From an optimization exercise on the open Yosys and OpenROAD flow, aimed at small area, a short achievable clock period and few clock cycles per item; shortcuts taken in it are not production practice. RTL that was checked went through simulation tests only; none was proved equivalent to the original. Function not checked in run 5: the RTL went through the layout flow alone. No activity file was given, so power comes from the tool's default toggle rates.

**config.mk**
```make
export PLATFORM = sky130hd
export DESIGN_NAME = gost89_ofb_encrypt
export DESIGN_NICKNAME = gost89_ofb_encrypt
export VERILOG_FILES = /design/flow/design.v
export SDC_FILE = /design/flow/constraint.sdc
export NUM_CORES = 4
export LEC_CHECK = 0
export CAP_MARGIN = 20
export CORE_MARGIN = 2
export CORE_UTILIZATION = 50
export PLACE_DENSITY = 0.75
export SETUP_SLACK_MARGIN = 5
export SLEW_MARGIN = 20
```
**constraint.sdc**
```tcl
create_clock -name core_clock -period 10.0 [get_ports {clk}]
set_input_delay 2.0000 -clock core_clock [delete_from_list [all_inputs] [get_ports {clk}]]
set_output_delay 2.0000 -clock core_clock [all_outputs]
set_load 0.01 [all_outputs]
```
**design.v**
```verilog
module gost89_sbox #(parameter integer I = 0) (
  input      [3:0] in,
  output     [3:0] out
);
  localparam [511:0] SBOX = 512'h4a92d80e6b1c7f53eb4c6dfa23810759581da342efc7609b7da1089fe46cb2536c715fd84a9e03b24ba0721d36859cfedb413f590ae7682c1fd057a4923e6b8c;
  localparam [63:0]  ROW  = SBOX[511-64*I -: 64];
  assign out = ROW[63 - 4*in -: 4];
endmodule
module gost89_round(
  input  [31:0] key,
  input  [31:0] n1,
  input  [31:0] n2,
  output [31:0] out1,
  output [31:0] out2
);
  wire [31:0] sum = n1 + key;
  wire [31:0] s;
  genvar i;
  generate
    for (i = 0; i < 8; i = i + 1) begin : g_sb
      gost89_sbox #(.I(i)) sb(.in(sum[4*i +: 4]), .out(s[4*i +: 4]));
    end
  endgenerate
  assign out1 = {s[20:0], s[31:21]} ^ n2;
  assign out2 = n1;
endmodule
module gost89_ofb_encrypt(
  input              clk,
  input              reset,
  input              load_data,
  input              load_IV,
  input      [255:0] key,
  input      [63:0]  in,
  input      [63:0]  IV,
  output     [63:0]  out,
  output reg         busy
);
  reg  [31:0] a, b;      
  reg  [31:0] rk;        
  reg  [4:0]  cnt;       
  function [2:0] kidx(input [4:0] r);
    kidx = r[2:0] ^ {3{r[4] & r[3]}};
  endfunction
  function [31:0] ksel(input [255:0] k, input [2:0] i);
    ksel = k[255 - 32*i -: 32];
  endfunction
  wire [31:0] ra, rb;
  gost89_round rnd(.key(rk), .n1(a), .n2(b), .out1(ra), .out2(rb));
  wire [4:0] cnt_inc = cnt + 5'd1;
  wire        ld_iv = load_data & load_IV;
  wire [31:0] fm    = load_data ? 32'd0 : (ra ^ b);
  wire [2:0] ki = load_data ? 3'd0 : kidx(cnt_inc);
  reg  [31:0] kmux;
  integer i;
  always @* begin
    kmux = 32'd0;
    for (i = 0; i < 8; i = i + 1)
      kmux = kmux | (ksel(key, i) & {32{ki == i}});
  end
  always @(posedge clk) begin
    if (load_data || busy) begin
      a <= ld_iv ? IV[63:32] : (b ^ fm);
      b <= ld_iv ? IV[31:0]  : a;
    end
    if (load_data)
      busy <= 1'b1;
    else if (reset || cnt == 5'd31)
      busy <= 1'b0;
    cnt <= (load_data || !busy) ? 5'd0 : cnt_inc;
    rk  <= kmux;
  end
  assign out = {b, a} ^ in;
endmodule
```
**flow/run.sh**
```bash
#!/bin/bash
# The standard ORFS layout (standard.sh) with these changes:
#  - the port buffers that buffer_ports puts on every input and output are the
#    smallest buffer (sky130_fd_sc_hd__buf_1) instead of ORFS's default choice;
#    the resizer may still upsize any of them where timing needs it;
#  - synthesis skips the extraction of full/half adder cells (extract_fa), so
#    ABC maps all of the combinational logic itself;
#  - the pin placer keeps each in[i] next to out[i] (out = KS ^ in is a
#    combinational port-to-port path);
#  - the resizer aims at a setup slack of 5.5 ns.
# standard.sh's output (every tool's) goes to standard.log; ORFS keeps per-step logs too.
args=""
for i in $(seq 0 63); do args="$args -group_pins {in[$i] out[$i]}"; done
export PLACE_PINS_ARGS="$args"
export BUFFER_PORTS_ARGS="-buffer_cell sky130_fd_sc_hd__buf_1"
export ADDER_MAP_FILE=
bash standard.sh SETUP_SLACK_MARGIN=5.5 finish > standard.log 2>&1
```
**standard.sh**
```bash
#!/bin/bash
# synth_recipe.tcl (not shown) runs the flow's synth.tcl, then flattens the netlist and writes it again
# the make line also repeats each setting of config.mk as NAME=value (left out here)
make -C /OpenROAD-flow-scripts/flow DESIGN_CONFIG=/design/flow/config.mk WORK_HOME=/design/flow/orfs CLKGATE_MAP_FILE= SYNTH_SCRIPT=/design/flow/synth_recipe.tcl "${@:-finish}"
```
==> results of run 1 <==
[worst max-delay path, stage by stage]
cell and delay, ns:
buf_1 0.08, xor2_1 0.17, buf_1 0.18
[power breakdown]
group	switching [mW]	internal (mW)	total, mW	leakage [nW]
clock network	0.178	0.188	0.366	0.147
logic	1.42	1.03	2.45	3.02
registers	0.304	0.643	0.948	0.988
total	1.90	1.86	3.76	4.15
[final cells by class]
class | instances | area [µm²] | share of cell area
antenna | 4 | 10.0 | 0.000870
clock buffer | 10 | 250 | 0.0218
clock inverter | 6 | 50.0 | 0.00435
inverter | 17 | 63.8 | 0.00555
multi-input combinational | 934 | 6380 | 0.555
sequential | 102 | 2680 | 0.233
tap | 234 | 293 | 0.0255
timing repair buffer | 461 | 1770 | 0.154
[kinds of logic (layout without fill, tap and decap cells)]
group | count (synthesis) | in the layout
DFF | 102 | 102
xor gates and xnor gates | 155 | 155
muxes | 19 | 19
buffers and inverters | 108 | 494
other | 0 | 4
adders and majority gates | 13 | 13
AOI/OAI and AO/OA | 367 | 367
and+or+nand+nor | 380 | 380
[routing by layer]
metal / routed length (µm) / vias up / GRT usage
li1: - / 5052 / -
met1: 15700 / 5141 / 0.489
met2: 17200 / 683 / 0.563
met3: 4640 / 83 / 0.112
met4: 1110 / 6 / 0.123
met5: 38 / - / 0
[stage by stage]
stage / cell area, µm² / worst slack (ns) / total power, mW / cells / util
after floorplan: 9430 / 5.78 / 2.79 / 1144 / -
after global placement: 11200 / 5.34 / 3.27 / 1748 / 0.601
after detailed placement: 11200 / 5.40 / 3.34 / 1748 / 0.601
after CTS: 11500 / 5.58 / 3.71 / 1764 / 0.617
after global routing: 11500 / 5.51 / 4.03 / 1764 / 0.618
final: 11500 / 5.57 / 3.76 / 1768 / 0.619
[registers in the layout, indices dropped and copies added (netlist names)]
register	flops
b	32
cnt	5
busy	1
rk	32
a	32
[path summary, 6_finish.rpt]
kind	slack, ns	endpoint	startpoint
setup / recovery	5.57	out[50]	in[50]
hold / removal	0.59	cnt[3]	cnt[3]
setup reg to reg	5.78	a[2]	a[5]
hold reg to reg	0.59	cnt[3]	cnt[3]
[timing repair]
item / CTS / global route
buffers inserted: 0 / 0
hold buffers: 0 / 0
gates resized for setup: 1 / 3
cloned: 0 / 0
setup endpoints to repair: 1 / 12
[synth_stat cells, types with 4 or more instances]
master     instances
nand2_1          160
xor2_1            99
nor2_1            76
a22oi_1           71
clkbuf_1          67
edfxtp_1          64
nand3_1           55
a21oi_1           53
o21ai_0           51
xnor2_1           49
dfxtp_1           38
a221oi_1          35
a22o_1            32
nor3_1            26
inv_1             17
a211oi_1          16
buf_2             14
o211ai_1          13
o22ai_1           13
and2_1            11
mux2i_1           11
nor2b_1            9
mux2_2             8
a31oi_1            7
and3_1             7
maj3_1             7
maj3_2             6
a2111oi_4          5
a211o_1            5
a21o_1             5
a221o_1            5
a311oi_1           5
o31ai_1            5
or3_1              5
buf_1              4
nand4_1            4
o2111ai_1          4
o21a_1             4
xnor2_2            4
==> key figures, run 1 <==
Outcome
  – Status: finished clean

Die
  – Site Rows: 50
  – Core box area: 18600 µm²
  – Initial Util: 0.508
  – Die height: 141 µm
  – Die area: 20000 µm²
  – Num ports: 453
  – Die Wd: 141 µm

Clock network
  – Worst-case clock buffer depth: 2
  – CTS Buf Count: 9
  – CTS tree: yes
  – CTS root buf: clkbuf_16
  – CTS clk-pin slew, worst paths: 0.08 ns
  – Clock latency (worst-skew pair): 0.37 ns
  – Clk sinks: 102
  – # H-tree levels: 3

Drt
  – WL final: 38700 µm
  – WL/cell: 21.9 µm
  – Routed via count: 10965
  – # DRC: 0
  – Antenna-violating nets left: 0
  – Mean number of vias per cell: 6.20
  – Initial drt markers: 1244
  – Initial DRT Pass Iterations: 5

Setup path
  – Crit path kind: in2out
  – CP Launch Type: primary input
  – Worst Path Arrival: 2.43 ns
  – CP max FO: 1
  – CP required: 8.00 ns
  – Worst reg-to-reg path cell count: 12
  – Worst Setup End Kind: primary output

Cells and area
  – Most common cell after layout, fill and taps aside: buf_1
  – Layout cells sized above 1: 0.0569
  – # fillers: 1693
  – Final net count: 1913
  – Most frequent cells in the layout: buf_1 (451), nand2_1 (159), xor2_1 (98), nor2_1 (75), a22oi_1 (71)
  – Area delta synth->final: 21.9%

Logic synthesis
  – Syn_area_per_cell: 8.25 µm²
  – Yosys top cell by area: edfxtp_1
  – Yosys reg bits: 102
  – Synth Area in Simple Gates: 0.186
  – Post-synthesis xor/xnor area fraction: 0.149
  – EDFF count, synth: 64
  – Synth top area share: 0.204
  – Gate Count Post-Synth: 1144
  – Netlist cell types: 86
  – Top FF cell, synth: edfxtp_1
  – Mapped cell area: 9430 µm²
  – Mux cell area share after synthesis: 0.0212
  – Largest family of logic cells by synthesized area: compound AO/OA/AOI/OAI gates
  – Async S/R FF share, synth: 0
  – Ranking of synthesized cells by area: edfxtp_1 (20%), xor2_1 (9.2%), dfxtp_1 (8.1%)
  – Complex-gate fraction of the synthesized area: 0.297
  – Adder-cell share of the synthesized area: 0.0146
  – Net Count, Synth: 1532
  – Register area share after synthesis: 0.284
  – Warnings, synthesis: 1

Worst hold path
  – Hold Crit Class: reg2reg
  – Hold Path Cell Cnt: 2

STA
  – Setup TNS: 0 ns
  – Peak Freq: 226 MHz
  – Clock skew: 0.0120 ns
  – Min Tclk post-route: 4.43 ns
  – Unrepaired setup endpoints after global routing: false
  – Pins over their slew limit: 0
  – Slew HR: 0.290
  – Final setup viols: 0
  – Hold_ws: 0.585 ns
  – Period utilization: 0.443
  – Final Hold Vio Count: 0
  – Slew @ Worst Pin: 1.06 ns

Placement
  – Post-DP HPWL: 30800 µm
  – PortBufs: 452
  – GP Congestion: 1.00

GRT
  – Initial antenna violation count: 7
  – Vias in the first global route: 9509
  – Largest net degree at the start of global routing: 65
  – Gr usage total: 0.365
  – First-pass GRT wire length: 55200 µm
  – GRT Residual Overflow: 0

Pwr
  – Leakage: 4.15 nW
  – Power per cell area: 327 nW/µm²
  – IR drop worst, VDD: 0.133 mV

Flow run
  – MaxCap Viol Count: 0
Testbench counts, summed over its fixed seeds: cycles 33,792, items 1,024.
==> run 2: changes to the inputs <==
--- a/design.v
+++ b/design.v
@@ -66,7 +66,7 @@
       busy <= 1'b1;
     else if (reset || cnt == 5'd31)
       busy <= 1'b0;
-    cnt <= (load_data || !busy) ? 5'd0 : cnt_inc;
+    cnt <= load_data ? 5'd0 : cnt_inc;
     rk  <= kmux;
   end
   assign out = {b, a} ^ in;
--- a/config.mk
+++ b/config.mk
@@ -8,6 +8,8 @@
 export CAP_MARGIN = 20
 export CORE_MARGIN = 2
 export CORE_UTILIZATION = 50
+export CTS_BUF_LIST = sky130_fd_sc_hd__clkbuf_8
+export GPL_TIMING_DRIVEN = 0
 export PLACE_DENSITY = 0.75
 export SETUP_SLACK_MARGIN = 5
 export SLEW_MARGIN = 20
==> run 2 against run 1 <==
Clock skew rose by 0.014 ns. Clock power is 11% lower. Still clean. Cell count is 1.9% higher. Maximum frequency decreased by 1.5%. Sequential share of layout area grew 0.67 points. Critical endpoint is now rk[12]. Global-route usage grew 6.9 points.
==> key figures, run 2 <==
Placement
  – Post-DP HPWL: 35200 µm
  – Place WS: 4.82 ns
  – Placed cell area: 10800 µm²
  – GP Congestion: 1.02
  – PortBufs: 452
  – # placed instances: 1767

STA
  – Clock skew: 0.0263 ns
  – Min Tclk post-route: 4.50 ns
  – Pins over their slew limit: 0
  – Period utilization: 0.450
  – Unrepaired setup endpoints after global routing: true
  – Peak Freq: 222 MHz
  – Slew @ Worst Pin: 0.969 ns
  – Setup TNS: 0 ns
  – Slew HR: 0.352
  – Final Hold Vio Count: 0
  – Final setup viols: 0
  – Final WS setup: 5.50 ns

Setup path
  – CP Depth: 8
  – Critical-path cell list: buf_1 > inv_1 > clkbuf_1 > o21ai_1 > clkbuf_1 > a22o_1 > a221oi_1 > nand3_1
  – Worst reg-to-reg path cell count: 14
  – Crit path to: rk[12]
  – Worst Setup End Kind: flip-flop
  – Worst r2r dst: a[9]
  – CP top delay family: buffers and inverters
  – CP max-delay cell: clkbuf_1
  – Crit path buffers/inverters: 4
  – Crit path kind: in2reg
  – Worst Path Arrival: 4.72 ns
  – Reg-to-reg slack, setup: 5.67 ns
  – CP required: 10.23 ns
  – Cell mode on critical path: clkbuf_1
  – CP Launch Type: primary input
  – Max stage delay on crit path: 0.58 ns
  – CP max FO: 10
  – R2R Path Start: a[6]
  – Crit path from: load_data

Die
  – Die height: 137 µm
  – Site Rows: 48
  – Die Wd: 137 µm
  – Initial Util: 0.511
  – Die area: 18800 µm²
  – Num ports: 453
  – Core box area: 17300 µm²

Logic synthesis
  – Syn_area_per_cell: 8.12 µm²
  – Yosys reg bits: 102
  – Synth top area share: 0.217
  – Synth top cells by count: nand2_1 (154), xor2_1 (98), clkbuf_1 (79)
  – Cell with the most instances after synthesis: nand2_1
  – Netlist cell types: 66
  – Async S/R FF share, synth: 0
  – EDFF count, synth: 64
  – Yosys top cell by area: edfxtp_1
  – Ranking of synthesized cells by area: edfxtp_1 (22%), xor2_1 (9.7%), dfxtp_1 (8.6%)
  – Register area share after synthesis: 0.303
  – Top FF cell, synth: edfxtp_1
  – Gate Count Post-Synth: 1089
  – Mapped cell area: 8840 µm²
  – Net Count, Synth: 1477
  – Warnings, synthesis: 1

Clock network
  – Clock latency (worst-skew pair): 0.40 ns
  – # H-tree levels: 3
  – Clk sinks: 102
  – Worst-case clock buffer depth: 2
  – CTS Buf Count: 9
  – CTS clk-pin slew, worst paths: 0.10 ns
  – Cts hold-fix bufs: 0
  – CTS root buf: clkbuf_8
  – CTS tree: yes

Cells and area
  – Post-route cell area: 11200 µm²
  – Biggest regs: a x32, b x32, rk x32
  – Most common cell after layout, fill and taps aside: buf_1
  – Fin cells: 1802
  – # fillers: 1650
  – Most frequent cells in the layout: buf_1 (456), nand2_1 (154), xor2_1 (97), clkbuf_1 (76), nor2_1 (75)
  – Layout cells sized above 1: 0.0404
  – Area delta synth->final: 26.4%
  – Final net count: 1943

Pwr
  – IR drop worst, VDD: 0.169 mV
  – Leakage: 4.12 nW
  – Power per cell area: 338 nW/µm²
  – Total Power: 3.77 mW

GRT
  – GRT Residual Overflow: 0
  – Gr usage total: 0.434
  – First-pass GRT wire length: 58800 µm
  – Initial antenna violation count: 17
  – Vias in the first global route: 9625
  – Largest net degree at the start of global routing: 32

Drt
  – Antenna-violating nets left: 0
  – WL final: 42400 µm
  – Routed via count: 11031
  – # DRC: 0
  – WL/cell: 23.5 µm
  – Initial drt markers: 1339
  – Initial DRT Pass Iterations: 8
  – Mean number of vias per cell: 6.12

Worst hold path
  – Hold Crit Class: reg2reg
  – Hold Path Cell Cnt: 3

Outcome
  – Status: finished clean

Flow run
  – MaxCap Viol Count: 0
## run 2: cell count changes after synthesis, moves of 9 or more
| cell | before | now |
|---|---|---|
| o211ai_1 | 13 | 4 |
| a222oi_1 | 1 | 18 |
| a22oi_1 | 71 | 38 |
| nor3_1 | 26 | 12 |
| o21ai_0 | 51 | 63 |
| nand3_1 | 55 | 45 |
| clkbuf_1 | 67 | 79 |
| buf_2 | 14 | 2 |
## run 2: tightest hold or removal path: cells and delay by family, from the launching register on
kind                   cells  cell delay [ns]
AND/OR/NAND/NOR            1             0.07
buffers and inverters      1             0.08
flip-flops                 1             0.33
XOR/XNOR                   1             0.07
## run 2: how the worst min path moves through the flow
stage                start     end  slack (ns)
floorplan           cnt[3]  cnt[3]        0.51
global placement    cnt[3]  cnt[3]        0.54
detailed placement  cnt[3]  cnt[3]        0.55
CTS                 cnt[4]  cnt[4]        0.59
global route        cnt[4]  cnt[4]        0.63
finish              cnt[4]  cnt[4]        0.58
## run 2: layout make-up
type | count | area, µm² | area share
antenna | 17 | 42.5 | 0.00381
buffer | 88 | 345 | 0.0309
clock buffer | 9 | 124 | 0.0111
clock inverter | 7 | 115 | 0.0103
inverter | 20 | 75.1 | 0.00672
multi-input combinational | 880 | 5790 | 0.518
sequential | 102 | 2680 | 0.240
tap | 225 | 282 | 0.0252
timing repair buffer | 454 | 1730 | 0.154
## run 2: per-layer routing
metal | GRT usage | up-vias | share of wire
li1 | - | 4988 | -
met1 | 0.551 | 5094 | 0.37
met2 | 0.693 | 823 | 0.46
met3 | 0.0930 | 122 | 0.12
met4 | 0.222 | 4 | 0.055
met5 | 0 | - | 0.00054
## run 2: through the flow
stage,hold slack [ns],util
after floorplan,0.514,-
after global placement,0.544,0.626
after detailed placement,0.552,0.627
after CTS,0.586,0.641
after global routing,0.626,0.645
final,0.583,0.646
## run 2: cells by family after synthesis
group           count (synthesis)  synth area share
flops                         102             0.303
mux                            19            0.0225
buf+inv                       108            0.0471
simple gates                  346             0.175
fa+ha+maj                      18            0.0211
compound gates                345             0.280
xor+xnor                      151             0.152
## run 2: repair_timing
action	in CTS	in global routing
cloned	1	0
setup buffers	0	1
gates resized for setup	1	11
endpoints found under the setup margin	64	42
pin swaps	1	1
## run 2: power breakdown
group,internal [mW],switching (mW)
logic,1.04,1.65
clock network,0.166,0.158
registers,0.641,0.119
Testbench counts of run 2, summed over its fixed seeds: cycles 33,792, items 1,024.
==> run 3: changes to the inputs <==
--- a/config.mk
+++ b/config.mk
@@ -9,7 +9,6 @@
 export CORE_MARGIN = 2
 export CORE_UTILIZATION = 50
 export CTS_BUF_LIST = sky130_fd_sc_hd__clkbuf_8
-export GPL_TIMING_DRIVEN = 0
 export PLACE_DENSITY = 0.75
 export SETUP_SLACK_MARGIN = 5
 export SLEW_MARGIN = 20
==> run 3 against run 2 <==
Still clean on timing, DRC and antenna. Cell count down 4.6%. Clock skew is 0.0085 ns lower. Die area is the same. Power decreased by 4.0%. Global-route usage fell by 3.3 points. Flip-flop and latch count stayed put. Utilization down 1.9 points. Register-to-register slack worse by 0.03 ns. Combinational power decreased by about 10%. Clock power down 19%. Worst hold slack gained 0.023 ns. Largest power group unchanged.
==> key figures, run 3 <==
Outcome
  – Status: finished clean

Logic synthesis
  – Net Count, Synth: 1477
  – Yosys top cell by area: edfxtp_1
  – Ranking of synthesized cells by area: edfxtp_1 (22%), xor2_1 (9.7%), dfxtp_1 (8.6%)
  – Mapped cell area: 8840 µm²
  – Top FF cell, synth: edfxtp_1
  – Synth top area share: 0.217
  – Warnings, synthesis: 1
  – Synth top cells by count: nand2_1 (154), xor2_1 (98), clkbuf_1 (79)
  – Cell with the most instances after synthesis: nand2_1
  – Yosys reg bits: 102
  – Syn_area_per_cell: 8.12 µm²
  – Gate Count Post-Synth: 1089
  – Async S/R FF share, synth: 0
  – Register area share after synthesis: 0.303
  – EDFF count, synth: 64
  – Netlist cell types: 66

STA
  – Peak Freq: 225 MHz
  – Final setup viols: 0
  – Slew @ Worst Pin: 0.997 ns
  – Unrepaired setup endpoints after global routing: true
  – Slew HR: 0.335
  – Min Tclk post-route: 4.44 ns
  – Period utilization: 0.444
  – Clock skew: 0.0178 ns
  – Pins over their slew limit: 0
  – Setup TNS: 0 ns
  – Final Hold Vio Count: 0

GRT
  – Largest net degree at the start of global routing: 65
  – Gr usage total: 0.401
  – Initial antenna violation count: 14
  – First-pass GRT wire length: 55000 µm
  – GRT Residual Overflow: 0
  – Vias in the first global route: 9174

Clock network
  – Cts hold-fix bufs: 0
  – CTS Buf Count: 9
  – CTS root buf: clkbuf_8
  – CTS tree: yes
  – Worst-case clock buffer depth: 2
  – Clock latency (worst-skew pair): 0.40 ns
  – CTS clk-pin slew, worst paths: 0.10 ns
  – # H-tree levels: 3
  – Clk sinks: 102

Cells and area
  – # fillers: 1660
  – Final net count: 1862
  – Area delta synth->final: 22.7%
  – Most frequent cells in the layout: buf_1 (450), nand2_1 (153), xor2_1 (96), nor2_1 (74), edfxtp_1 (64)
  – Most common cell after layout, fill and taps aside: buf_1
  – Biggest regs: a x32, b x32, rk x32
  – Core Util, Final: 0.627
  – Layout cells sized above 1: 0.0487

Pwr
  – Power per cell area: 334 nW/µm²
  – Leakage: 4.01 nW
  – IR drop worst, VDD: 0.146 mV

Drt
  – Mean number of vias per cell: 6.06
  – Antenna-violating nets left: 0
  – Routed via count: 10421
  – WL/cell: 22.6 µm
  – Initial DRT Pass Iterations: 7
  – # DRC: 0
  – WL final: 38900 µm
  – Initial drt markers: 1114

Placement
  – Post-DP HPWL: 31800 µm
  – GP Congestion: 1.00
  – PortBufs: 452

Setup path
  – Worst Setup End Kind: primary output
  – CP required: 8.00 ns
  – Worst Path Arrival: 2.44 ns
  – CP max FO: 1
  – Crit path kind: in2out
  – CP Launch Type: primary input

Die
  – Die Wd: 137 µm
  – Num ports: 453
  – Core box area: 17300 µm²
  – Site Rows: 48
  – Initial Util: 0.511
  – Die height: 137 µm
  – Die area: 18800 µm²

Flow run
  – MaxCap Viol Count: 0

Worst hold path
  – Hold Crit Class: reg2reg
-- run 3: logic make-up (layout without fill, tap and decap cells) --
| family | Yosys count | in the layout | share of synthesized area |
|---|---|---|---|
| AOI/OAI and AO/OA | 345 | 345 | 0.280 |
| xor gates and xnor gates | 151 | 151 | 0.152 |
| other | 0 | 16 | 0 |
| buffers and inverters | 108 | 498 | 0.0471 |
| DFF | 102 | 102 | 0.303 |
| adders and majority gates | 18 | 18 | 0.0211 |
| and+or+nand+nor | 346 | 346 | 0.175 |
| muxes | 19 | 19 | 0.0225 |
-- run 3: critical path, cell delays in order --
cell,delay [ns]
buf_1,0.10
xor2_1,0.15
buf_1,0.19
-- run 3: final cells by class --
cell class | instances | area, µm² | area share
timing repair buffer | 462 | 1770 | 0.164
sequential | 102 | 2680 | 0.247
clock buffer | 11 | 151 | 0.0140
antenna | 16 | 40.0 | 0.00369
clock inverter | 5 | 35.0 | 0.00323
tap | 225 | 282 | 0.0259
multi-input combinational | 879 | 5810 | 0.535
inverter | 20 | 75.1 | 0.00692
-- run 3: final timing paths --
check | start | endpoint | slack (ns) | depth (start not counted)
max reg2reg | a[6] | a[8] | 5.64 | 13
max | in[30] | out[30] | 5.56 | 3
min reg2reg | cnt[3] | cnt[3] | 0.61 | 2
min | cnt[3] | cnt[3] | 0.61 | 2
-- run 3: where the power goes --
group	internal, mW	switching [mW]	total [mW]
combinational	1.00	1.42	2.42
sequential	0.648	0.295	0.943
clock	0.105	0.158	0.263
-- run 3: through the flow --
step	instance area (µm²)	worst slack [ns]	total power, mW	instances	hold WS, ns
finish	10800	5.56	3.62	1720	0.606
global route	10800	5.46	3.89	1714	0.630
CTS	10800	5.56	3.55	1704	0.589
detailed placement	10600	5.44	3.28	1688	0.563
global placement	10600	5.51	3.22	1688	0.546
floorplan	8840	5.78	2.66	1089	0.514
-- run 3: layer usage --
layer / part of all wire / routed length [µm] / GRT usage
met5: 0 / 0 / 0
met1: 0.38 / 14900 / 0.516
met4: 0.046 / 1790 / 0.196
met3: 0.11 / 4350 / 0.105
met2: 0.46 / 17900 / 0.622
-- run 3: repair_timing --
item	4_1_cts	5_1_grt
buffers inserted	0	0
gates resized for setup	0	5
setup endpoints to repair	0	5
hold endpoints to repair	0	0
==> run 4: changes to the inputs <==
--- a/config.mk
+++ b/config.mk
@@ -9,6 +9,7 @@
 export CORE_MARGIN = 2
 export CORE_UTILIZATION = 50
 export CTS_BUF_LIST = sky130_fd_sc_hd__clkbuf_8
+export MAX_ROUTING_LAYER = met4
 export PLACE_DENSITY = 0.75
 export SETUP_SLACK_MARGIN = 5
 export SLEW_MARGIN = 20
==> run 4 against run 3 <==
Non-clock buffer count up 3. Global-route usage up 2.2 points. Final area up 0.16%. Clock power about the same. Worst hold slack worse by 0.016 ns. Sequential power about the same. Clock skew up 0.0065 ns. Die area unchanged. Worst setup slack better by 0.019 ns. Critical path depth unchanged. Critical path type unchanged. Largest cell class unchanged.
==> key figures, run 4 <==
Logic synthesis
  – Cell with the most instances after synthesis: nand2_1
  – Yosys top cell by area: edfxtp_1
  – Mapped cell area: 8840 µm²
  – Ranking of synthesized cells by area: edfxtp_1 (22%), xor2_1 (9.7%), dfxtp_1 (8.6%)
  – Warnings, synthesis: 1
  – Gate Count Post-Synth: 1089
  – EDFF count, synth: 64
  – Synth top cells by count: nand2_1 (154), xor2_1 (98), clkbuf_1 (79)
  – Yosys reg bits: 102
  – Net Count, Synth: 1477
  – Register area share after synthesis: 0.303
  – Top FF cell, synth: edfxtp_1
  – Syn_area_per_cell: 8.12 µm²
  – Synth top area share: 0.217
  – Netlist cell types: 66
  – Async S/R FF share, synth: 0

STA
  – Slew @ Worst Pin: 1.05 ns
  – Hold_ws: 0.589 ns
  – Final setup viols: 0
  – Unrepaired setup endpoints after global routing: false
  – Period utilization: 0.442
  – Setup TNS: 0 ns
  – Pins over their slew limit: 0
  – Final Hold Vio Count: 0
  – Slew HR: 0.297
  – Clock skew: 0.0243 ns
  – Peak Freq: 226 MHz
  – Min Tclk post-route: 4.42 ns

Outcome
  – Status: finished clean

Drt
  – Initial DRT Pass Iterations: 9
  – Antenna-violating nets left: 0
  – WL/cell: 23.1 µm
  – WL final: 39800 µm
  – Initial drt markers: 1341
  – Routed via count: 10569
  – # DRC: 0
  – Mean number of vias per cell: 6.14

Cells and area
  – Area delta synth->final: 22.9%
  – Layout cells sized above 1: 0.0520
  – # fillers: 1626
  – Final net count: 1865
  – Most frequent cells in the layout: buf_1 (450), nand2_1 (153), xor2_1 (96), nor2_1 (74), edfxtp_1 (64)
  – Most common cell after layout, fill and taps aside: buf_1
  – Biggest regs: a x32, b x32, rk x32

Setup path
  – CP required: 8.00 ns
  – Worst reg-to-reg path cell count: 13
  – Reg-to-reg slack, setup: 5.62 ns
  – Worst r2r dst: a[8]
  – CP Launch Type: primary input
  – R2R Path Start: a[4]
  – Worst Path Arrival: 2.42 ns
  – Worst Setup End Kind: primary output
  – CP max FO: 1
  – Crit path kind: in2out
  – Crit path from: in[9]

Die
  – Num ports: 453
  – Initial Util: 0.511
  – Site Rows: 48
  – Die area: 18800 µm²
  – Core box area: 17300 µm²
  – Die Wd: 137 µm
  – Die height: 137 µm

Placement
  – GP Congestion: 0.987
  – PortBufs: 452
  – Post-DP HPWL: 32400 µm

Flow run
  – MaxCap Viol Count: 0

Clock network
  – CTS clk-pin slew, worst paths: 0.11 ns
  – CTS tree: yes
  – CTS Buf Count: 9
  – # H-tree levels: 3
  – Clk sinks: 102
  – Clock latency (worst-skew pair): 0.42 ns
  – CTS root buf: clkbuf_8
  – Cts hold-fix bufs: 0
  – Worst-case clock buffer depth: 2

Worst hold path
  – Hold Path Sink: cnt[0]
  – Hold Crit Class: reg2reg
  – Hold Path Cell Cnt: 1
  – Worst Hold Launch: cnt[0]

GRT
  – Initial antenna violation count: 15
  – GRT Residual Overflow: 0
  – Vias in the first global route: 9170
  – First-pass GRT wire length: 56300 µm
  – Gr usage total: 0.423
  – Largest net degree at the start of global routing: 65

Pwr
  – IR drop worst, VDD: 0.146 mV
  – Leakage: 4.01 nW
  – Power per cell area: 336 nW/µm²
==> run 4: cell types whose count changed in the layout (fill, tap and decap cells not counted), sizes merged <==
| cell | delta |
|---|---|
| buf | +3 |
| clkinvlp | +3 |
| clkbuf | -2 |
| clkinv | -2 |
| diode | -2 |
| inv | +1 |
==> run 4: layer usage <==
layer  global-route usage  up-vias  wire length [µm]
met5                    -        -                 0
met4                0.165        0              1290
met3               0.0789       77              4220
met2                0.664      719             18900
met1                0.540     4954             15400
li1                     -     4819                 -
==> run 4: through the flow <==
step	util	setup slack (ns)	area [µm²]	cells	power, mW
final	0.628	5.58	10900	1721	3.65
after global routing	0.628	5.50	10900	1720	3.92
after CTS	0.623	5.56	10800	1704	3.56
after detailed placement	0.612	5.56	10600	1688	3.30
after global placement	0.612	5.61	10600	1688	3.25
after floorplan	-	5.78	8840	1089	2.66
==> run 4: critical path, cell delays in order <==
cell and delay [ns]:
buf_1 0.09, xor2_1 0.16, buf_1 0.17
==> run 4: cells by family (layout without fill, tap and decap cells) <==
kind of cell | after synthesis | in the layout | synth area share
simple gates | 346 | 346 | 0.175
compound gates | 345 | 345 | 0.280
xor+xnor | 151 | 151 | 0.152
buf+inv | 108 | 501 | 0.0471
flops | 102 | 102 | 0.303
mux | 19 | 19 | 0.0225
fa+ha+maj | 18 | 18 | 0.0211
other cells | 0 | 14 | 0
==> run 4: cell type report <==
cell class / instances / area (µm²) / area share
clock buffer: 9 / 124 / 0.0114
tap: 225 / 282 / 0.0259
sequential: 102 / 2680 / 0.247
inverter: 20 / 75.1 / 0.00691
multi-input combinational: 879 / 5810 / 0.535
timing repair buffer: 465 / 1800 / 0.165
antenna: 14 / 35.0 / 0.00322
clock inverter: 7 / 57.6 / 0.00530
==> run 4: how the worst max path moves through the flow <==
stage                          to  slack (ns)
after floorplan            out[0]        5.78
final                      out[9]        5.58
after global routing      out[47]        5.50
after global placement     rk[18]        5.61
after CTS                 out[47]        5.56
after detailed placement  out[47]        5.56
==> run 4: what timing repair did <==
action                                  CTS  global route
endpoints found under the hold margin     0             0
gates resized for setup                   0             6
endpoints found under the setup margin    0             5
buffers inserted                          0             3
==> run 4: power breakdown <==
part | switching (mW) | internal, mW | total (mW) | leakage [nW]
sequential | 0.292 | 0.648 | 0.940 | 0.989
clock | 0.172 | 0.0940 | 0.266 | 0.0844
combinational | 1.44 | 1.01 | 2.45 | 2.94
total | 1.90 | 1.75 | 3.65 | 4.01
==> run 5: changes to the inputs <==
--- a/design.v
+++ b/design.v
@@ -13,7 +13,8 @@
   output [31:0] out1,
   output [31:0] out2
 );
-  wire [31:0] sum = n1 + key;
+  wire [31:0] sum;
+  gost89_add32 add(.a(n1), .b(key), .s(sum));
   wire [31:0] s;
   genvar i;
   generate
@@ -23,6 +24,38 @@
   endgenerate
   assign out1 = {s[20:0], s[31:21]} ^ n2;
   assign out2 = n1;
+endmodule
+module gost89_add32(input [31:0] a, input [31:0] b, output [31:0] s);
+  wire [31:0] g = a & b, p = a ^ b;
+  wire [7:0] G, P;
+  genvar j;
+  generate for (j = 0; j < 8; j = j + 1) begin : grp
+    wire [3:0] gg = g[4*j +: 4], pp = p[4*j +: 4];
+    assign G[j] = gg[3] | (pp[3] & gg[2]) | (pp[3] & pp[2] & gg[1]) | (pp[3] & pp[2] & pp[1] & gg[0]);
+    assign P[j] = &pp;
+  end endgenerate
+  wire [7:0] G1, P1, G2, P2, G3;
+  generate for (j = 0; j < 8; j = j + 1) begin : l1
+    if (j >= 1) begin assign G1[j] = G[j] | (P[j] & G[j-1]); assign P1[j] = P[j] & P[j-1]; end
+    else begin assign G1[j] = G[j]; assign P1[j] = P[j]; end
+  end endgenerate
+  generate for (j = 0; j < 8; j = j + 1) begin : l2
+    if (j >= 2) begin assign G2[j] = G1[j] | (P1[j] & G1[j-2]); assign P2[j] = P1[j] & P1[j-2]; end
+    else begin assign G2[j] = G1[j]; assign P2[j] = P1[j]; end
+  end endgenerate
+  generate for (j = 0; j < 8; j = j + 1) begin : l3
+    if (j >= 4) begin assign G3[j] = G2[j] | (P2[j] & G2[j-4]); end
+    else begin assign G3[j] = G2[j]; end
+  end endgenerate
+  wire [7:0] C = {G3[6:0], 1'b0};
+  generate for (j = 0; j < 8; j = j + 1) begin : nib
+    wire [3:0] gg = g[4*j +: 4], pp = p[4*j +: 4];
+    wire c0 = C[j];
+    wire c1 = gg[0] | (pp[0] & c0);
+    wire c2 = gg[1] | (pp[1] & gg[0]) | (pp[1] & pp[0] & c0);
+    wire c3 = gg[2] | (pp[2] & gg[1]) | (pp[2] & pp[1] & gg[0]) | (pp[2] & pp[1] & pp[0] & c0);
+    assign s[4*j +: 4] = pp ^ {c3, c2, c1, c0};
+  end endgenerate
 endmodule
 module gost89_ofb_encrypt(
   input              clk,
--- a/flow/run.sh
+++ b/flow/run.sh
@@ -7,11 +7,11 @@
 #    ABC maps all of the combinational logic itself;
 #  - the pin placer keeps each in[i] next to out[i] (out = KS ^ in is a
 #    combinational port-to-port path);
-#  - the resizer aims at a setup slack of 5.5 ns.
+#  - the resizer aims at a setup slack of 5.6 ns.
 # standard.sh's output (every tool's) goes to standard.log; ORFS keeps per-step logs too.
 args=""
 for i in $(seq 0 63); do args="$args -group_pins {in[$i] out[$i]}"; done
 export PLACE_PINS_ARGS="$args"
 export BUFFER_PORTS_ARGS="-buffer_cell sky130_fd_sc_hd__buf_1"
 export ADDER_MAP_FILE=
-bash standard.sh SETUP_SLACK_MARGIN=5.5 finish > standard.log 2>&1
+bash standard.sh SETUP_SLACK_MARGIN=5.6 finish > standard.log 2>&1
--- a/config.mk
+++ b/config.mk
@@ -8,8 +8,5 @@
 export CAP_MARGIN = 20
 export CORE_MARGIN = 2
 export CORE_UTILIZATION = 50
-export CTS_BUF_LIST = sky130_fd_sc_hd__clkbuf_8
-export MAX_ROUTING_LAYER = met4
-export PLACE_DENSITY = 0.75
 export SETUP_SLACK_MARGIN = 5
 export SLEW_MARGIN = 20
==> run 5 against run 4 <==
Area after synthesis rose by 14%. Sequential share of layout area fell by 3.1 points. First-iteration DRC count rose by 8.1%. Final area rose by 14%. Power rose by 15%. Sequential power rose by 0.5%. Worst setup slack got worse by 0.0044 ns. Cell count rose by 13%. Clock-buffer cell count rose by 1. Global-route usage fell by 4.7 points. Clock power rose by 29%. Utilization rose by 0.62 points. Highest routed layer is now met5.
==> key figures, run 5 <==
GRT
  – Vias in the first global route: 10623
  – Largest net degree at the start of global routing: 65
  – Gr usage total: 0.376
  – First-pass GRT wire length: 61900 µm
  – GRT Residual Overflow: 0
  – Initial antenna violation count: 11

Die
  – Die height: 146 µm
  – Die area: 21200 µm²
  – Num ports: 453
  – Site Rows: 51
  – Initial Util: 0.513
  – Core box area: 19600 µm²
  – Die Wd: 146 µm

Logic synthesis
  – Register area share after synthesis: 0.267
  – Top FF cell, synth: edfxtp_1
  – Async S/R FF share, synth: 0
  – EDFF count, synth: 64
  – Warnings, synthesis: 1
  – Yosys reg bits: 102
  – Ranking of synthesized cells by area: edfxtp_1 (19%), xor2_1 (8.9%), dfxtp_1 (7.6%)
  – Mapped cell area: 10000 µm²
  – Net Count, Synth: 1661
  – Adder-cell share of the synthesized area: 0.0110
  – Netlist cell types: 75
  – Yosys top cell by area: edfxtp_1
  – Synth top cells by count: nand2_1 (162), xor2_1 (102), clkbuf_1 (85)
  – Synth top area share: 0.191
  – Complex-gate fraction of the synthesized area: 0.283
  – Gate Count Post-Synth: 1273
  – Syn_area_per_cell: 7.89 µm²
  – Largest family of logic cells by synthesized area: compound AO/OA/AOI/OAI gates
  – Synth Area in Simple Gates: 0.215
  – Post-synthesis xor/xnor area fraction: 0.140
  – Mux cell area share after synthesis: 0.0372
  – Cell with the most instances after synthesis: nand2_1

Setup path
  – CP top delay family: buffers and inverters
  – CP max-delay cell: xor2_1
  – Max stage delay on crit path: 0.17 ns
  – Critical-path cell list: buf_1 > xor2_1 > clkbuf_2
  – Worst Path Arrival: 2.43 ns
  – Crit path buffers/inverters: 2
  – CP Launch Type: primary input
  – CP max FO: 1
  – CP required: 8.00 ns
  – Worst Setup End Kind: primary output
  – Crit path kind: in2out

Placement
  – PortBufs: 452
  – Placed cell area: 11800 µm²
  – Post-DP HPWL: 33500 µm
  – GP Congestion: 0.956
  – Place WS: 5.21 ns

Pwr
  – Clock group share of total power: 0.082
  – Reg power frac: 0.226
  – Int Power: 2.02 mW
  – IR drop worst, VDD: 0.160 mV
  – Leakage: 4.61 nW
  – Total Power: 4.19 mW
  – Combinational share of power: 0.693
  – Psw: 2.16 mW
  – Power per cell area: 337 nW/µm²
  – Switch share: 0.516

Clock network
  – CTS clk-pin slew, worst paths: 0.07 ns
  – Clk sinks: 102
  – # H-tree levels: 3
  – Worst-case clock buffer depth: 2
  – CTS Buf Count: 9
  – Clock latency (worst-skew pair): 0.36 ns
  – CTS root buf: clkbuf_16
  – CTS tree: yes
  – Cts hold-fix bufs: 0

Drt
  – Initial DRT Pass Iterations: 6
  – Routed via count: 12021
  – Antenna-violating nets left: 0
  – Initial drt markers: 1449
  – # DRC: 0
  – Mean number of vias per cell: 6.20
  – WL final: 42400 µm
  – WL/cell: 21.9 µm

STA
  – Unrepaired setup endpoints after global routing: true
  – Period utilization: 0.443
  – Slew @ Worst Pin: 0.962 ns
  – Min Tclk post-route: 4.43 ns
  – Pins over their slew limit: 0
  – Peak Freq: 226 MHz
  – Final WS setup: 5.57 ns
  – Final Hold Vio Count: 0
  – Setup TNS: 0 ns
  – Final setup viols: 0
  – Slew HR: 0.354
  – Clock skew: 0.00974 ns

Outcome
  – Status: finished clean

Cells and area
  – Biggest regs: a x32, b x32, rk x32
  – Core Util, Final: 0.634
  – Register area: 2680 µm²
  – # fillers: 1808
  – Layout cells sized above 1: 0.0948
  – Post-route cell area: 12400 µm²
  – Final net count: 2049
  – Most frequent cells in the layout: buf_1 (388), nand2_1 (162), xor2_1 (100), nor2_1 (79), a22oi_1 (71)
  – Most common cell after layout, fill and taps aside: buf_1
  – Multi-input gate area: 7070 µm²
  – Area delta synth->final: 23.7%

Worst hold path
  – Hold Crit Class: reg2reg

Flow run
  – MaxCap Viol Count: 0
run 5: cell type report:
| cell class | count | share of cell area |
|---|---|---|
| Tap cell | 265 | 0.0267 |
| Clock inverter | 6 | 0.00282 |
| Multi-Input combinational cell | 1057 | 0.569 |
| Timing Repair Buffer | 477 | 0.161 |
| Sequential cell | 102 | 0.216 |
| Inverter | 14 | 0.00423 |
| Clock buffer | 10 | 0.0192 |
| Antenna cell | 9 | 0.00181 |
run 5: layer usage:
layer / vias up / global-route usage / routed length (µm)
met5: - / 0 / 51
met4: 8 / 0.0917 / 920
met3: 73 / 0.0762 / 4920
met2: 736 / 0.577 / 19000
met1: 5621 / 0.541 / 17600
li1: 5583 / - / -
run 5: through the flow:
step / hold WS (ns) / instances
2_1_floorplan: 0.514 / 1273
3_3_place_gp: 0.553 / 1905
3_5_place_dp: 0.565 / 1905
4_1_cts: 0.580 / 1922
5_1_grt: 0.640 / 1932
6_report: 0.591 / 1940
run 5: worst paths after layout:
kind | depth (start not counted) | end | slack (ns) | start
worst max-delay path | 3 | out[16] | 5.57 | in[16]
worst min-delay path | 3 | cnt[4] | 0.59 | cnt[4]
worst max register to register | 12 | a[1] | 5.75 | a[12]
worst min register to register | 3 | cnt[4] | 0.59 | cnt[4]
run 5: cell families after synthesis:
logic type | Yosys count
AND/OR/NAND/NOR | 452
AO/OA/AOI/OAI | 396
XOR/XNOR | 161
buffers and inverters | 115
flip-flops | 102
multiplexers | 36
adder cells (fa/ha/maj) | 11
run 5: tightest hold or removal path: cells and delay by family, from the launching register on:
| kind | cells | cell delay, ns |
|---|---|---|
| flops | 1 | 0.32 |
| buf+inv | 1 | 0.08 |
| simple gates | 1 | 0.08 |
| xor+xnor | 1 | 0.07 |
run 5: power groups by stage:
stage	registers (mW)	clock network [mW]	logic, mW
global placement	0.947	0	2.69
detailed placement	0.948	0	2.72
floorplan	0.746	0	2.25
finish	0.945	0.342	2.90
CTS	0.937	0.345	2.75
global route	0.961	0.358	3.18
run 5: timing repair:
item | in CTS | in global routing
gates cloned | 0 | 1
pin swaps | 1 | 1
resized for setup | 14 | 100
endpoints found under the setup margin | 20 | 71
buffers inserted | 1 | 8

-- what the ideal ports hide --
Ports are ideal in the flow. The routed layouts listed here were re-timed in OpenROAD.
Step 1 assumes that a clkbuf_16 drives the clock port and a buf_2 every other input.
Step 2 also shifts input and output timing later by t, the mid clock arrival at the registers, as if the neighbouring blocks saw the same clock.
Slacks: ideal ports / drivers / drivers and shift; pairs: ideal ports / drivers.
run | t (ns) | setup slack, ns | hold slack, ns | worst setup path at the end | worst slew at a driven data input, ns
run 1 | 0.410 | 5.570 / 5.524 / 5.359 | 0.585 / 0.585 / 0.585 | input to register | 0.14
run 2 | 0.431 | 5.500 / 5.469 / 5.038 | 0.583 / 0.583 / 0.583 | input to register | 0.20
run 3 | 0.430 | 5.560 / 5.520 / 5.376 | 0.606 / 0.606 / 0.606 | input to register | 0.21
run 4 | 0.442 | 5.579 / 5.549 / 5.536 | 0.589 / 0.589 / 0.589 | input to register | 0.22
run 5 | 0.404 | 5.574 / 5.551 / 5.442 | 0.591 / 0.591 / 0.591 | input to register | 0.17
After both steps setup and hold are still met in every run listed. For run 2, which loses most, drivers alone change the setup slack by -0.031 ns; drivers and shift together by -0.462 ns.
